Source: an optimization exercise on an open RTL-to-GDS flow (aim: small area). Production flows keep margins and buffers that such runs may drop. Only simulation tests tie the RTL to the original design; equivalence was not proved. The clock port is modelled as an ideal driver, which makes a skipped or thinned clock tree look cheaper than it is; a real chip needs a root buffer or a tree. Power is estimated from default activity; no workload was simulated.

## Oven
module Oven (input ON_OFF_INPUT,
			 input UP,
			 input DOWN,
			 input SW9,
			 input SW8,
			 input clk,
			 input rst,					 
			 output reg ON_OFF_OUTPUT,	 
			 output reg READY,			 
			 output reg DONE,				 
			 output reg [7:0] HEX0,
			 output reg [7:0] HEX1,
			 output reg [7:0] HEX2,
			 output reg [7:0] HEX3
			);
For scale: roughly 42 I/O pins, roughly 3200 um2 of cells after synthesis.
==> flow/config.mk <==
export PLATFORM = sky130hd
export DESIGN_NAME = Oven
export DESIGN_NICKNAME = Oven
export VERILOG_FILES = /design/flow/design.v
export SDC_FILE = /design/flow/constraint.sdc
export NUM_CORES = 4
export LEC_CHECK = 0
export ABC_AREA = 1
export CAP_MARGIN = 0
export CORE_MARGIN = 2
export CORE_UTILIZATION = 65
export SLEW_MARGIN = 0
==> flow/constraint.sdc <==
create_clock -name core_clock -period 150.0 [get_ports {clk}]
set_input_delay 30.0000 -clock core_clock [delete_from_list [all_inputs] [get_ports {clk}]]
set_output_delay 30.0000 -clock core_clock [all_outputs]
set_load 0.01 [all_outputs]
standard.sh (not shown) runs the stock make flow with config.mk's settings and CLKGATE_MAP_FILE= SYNTH_SCRIPT=/design/flow/synth_recipe.tcl, a recipe that flattens the netlist after the stock synthesis.
==> flow/flow/run.sh <==
#!/bin/bash
# Own layout flow: the standard flow with three changes.
#  1. After the standard synthesis (standard.sh synth, unchanged), the combinational logic
#     is re-mapped by Yosys/ABC with an area-oriented script (flow/abc.script), from 32
#     random seeds; the smallest result is kept. The flip-flops of the standard synthesis
#     are kept as they are (names, cells, nets), and each result is proven equivalent to
#     the standard netlist, flip-flop by flip-flop (flow/check.tcl), before it is used.
#  2. Ports are buffered with buf_1 instead of the larger default buffer.
#  3. The clock tree is built by flow/own_cts.tcl (a root buffer and one leaf buffer per
#     cluster of about 7 flip-flops) instead of TritonCTS.
# Each tool's full output goes to a log file of its own in the work folder.
set -euo pipefail
W=$PWD
F=$W/flow
RES=$W/orfs/results/$FLOW_PLATFORM/Oven/base
export OWN_LIB=$(ls $FLOW_HOME/platforms/$FLOW_PLATFORM/lib/sky130_fd_sc_hd__tt_025C_1v80.lib)
bash standard.sh synth > $W/synth.log 2>&1
cp $RES/1_2_yosys.v $W/standard_synth.v
export OWN_IN=$W/standard_synth.v
# registers: every cell type that holds state is kept as a black box
export OWN_KEEP=$(grep -o "sky130_fd_sc_hd__d[a-z]*_[0-9]*" $W/standard_synth.v | sort -u | tr '\n' ' ' | sed 's/ $//')
cand() {
  local c=$W/cand_$1
  sed "s/@SEED@/$1/" $F/abc.script > $c.abc
  OWN_OUT=$c.v OWN_ABC_SCRIPT=$c.abc yosys -c $F/resyn.tcl > $c.resyn.log 2>&1
  OWN_OUT=$c.v yosys -c $F/check.tcl > $c.check.log 2>&1
  grep 'Chip area' $c.v.stat | awk '{print $NF}' > $c.ok
}
for r in 0 1 2 3 4 5 6 7; do
  for i in 0 1 2 3; do cand $((4 * r + i)) & done; wait
done
for f in $W/cand_*.ok; do echo "$f $(cat $f)"; done > $W/candidates.log
best=$(for f in $W/cand_*.ok; do [[ -s $f ]] && echo "$(cat $f) ${f%.ok}"; done | sort -g | head -1 | cut -d' ' -f2)
echo "best: $best" >> $W/candidates.log
cp $best.v $W/final_synth.v
cp $best.v $RES/1_2_yosys.v
bash standard.sh finish \
  "BUFFER_PORTS_ARGS=-buffer_cell sky130_fd_sc_hd__buf_1" \
  "PRE_CTS_TCL=$F/own_cts.tcl" \
  > $W/layout.log 2>&1
Other scripts of this flow, unchanged in this note and not shown: flow/flow/abc.script, flow/flow/check.tcl, flow/flow/own_cts.tcl, flow/flow/resyn.tcl
The starting point went through all stages and came out clean.
==> next run, changes <==
- CAP_MARGIN: 0 -> 20
- SLEW_MARGIN: 0 -> 20
Result: Critical path depth stays the same; hold slack does not change; utilization stays the same.
==> next run, changes <==
--- a/flow/flow/run.sh
+++ b/flow/flow/run.sh
@@ -3,3 +3,3 @@
 #  1. After the standard synthesis (standard.sh synth, unchanged), the combinational logic
-#     is re-mapped by Yosys/ABC with an area-oriented script (flow/abc.script), from 32
+#     is re-mapped by Yosys/ABC with an area-oriented script (flow/abc.script), from twenty
 #     random seeds; the smallest result is kept. The flip-flops of the standard synthesis
@@ -28,3 +28,3 @@
 }
-for r in 0 1 2 3 4 5 6 7; do
+for r in 0 1 2 3 4; do
   for i in 0 1 2 3; do cand $((4 * r + i)) & done; wait
Routed wire length fell by 1.3%; combinational power rose by about 10%; via count rose by 0.90%.
No run of this note takes its clock network from TritonCTS; it comes from the design's own scripts or RTL.

-- separate check: timing with driven ports --
The results above use ideal ports. As a check the final layouts listed here were re-extracted and re-timed, cells and wires unchanged. Step 1, drivers: a clkbuf_16 drives clk and a buf_2 each remaining input, both assumed. Step 2 moves the port delays by t, midway between the first and last clock arrival at a register: inputs arrive t later, outputs are due t later. That takes back most of the time a late clock gives input paths. Three values: ideal ports, drivers, drivers and shift; two values: the first two.
run	t, ns	setup slack, ns	worst setup path after step 2
the first run	0.523	116.832 / 116.806 / 117.329	register to output
the second run	0.523	116.832 / 116.806 / 117.329	register to output
the third run	0.526	116.789 / 116.763 / 117.288	register to output
After both steps setup and hold are still met in every run listed.
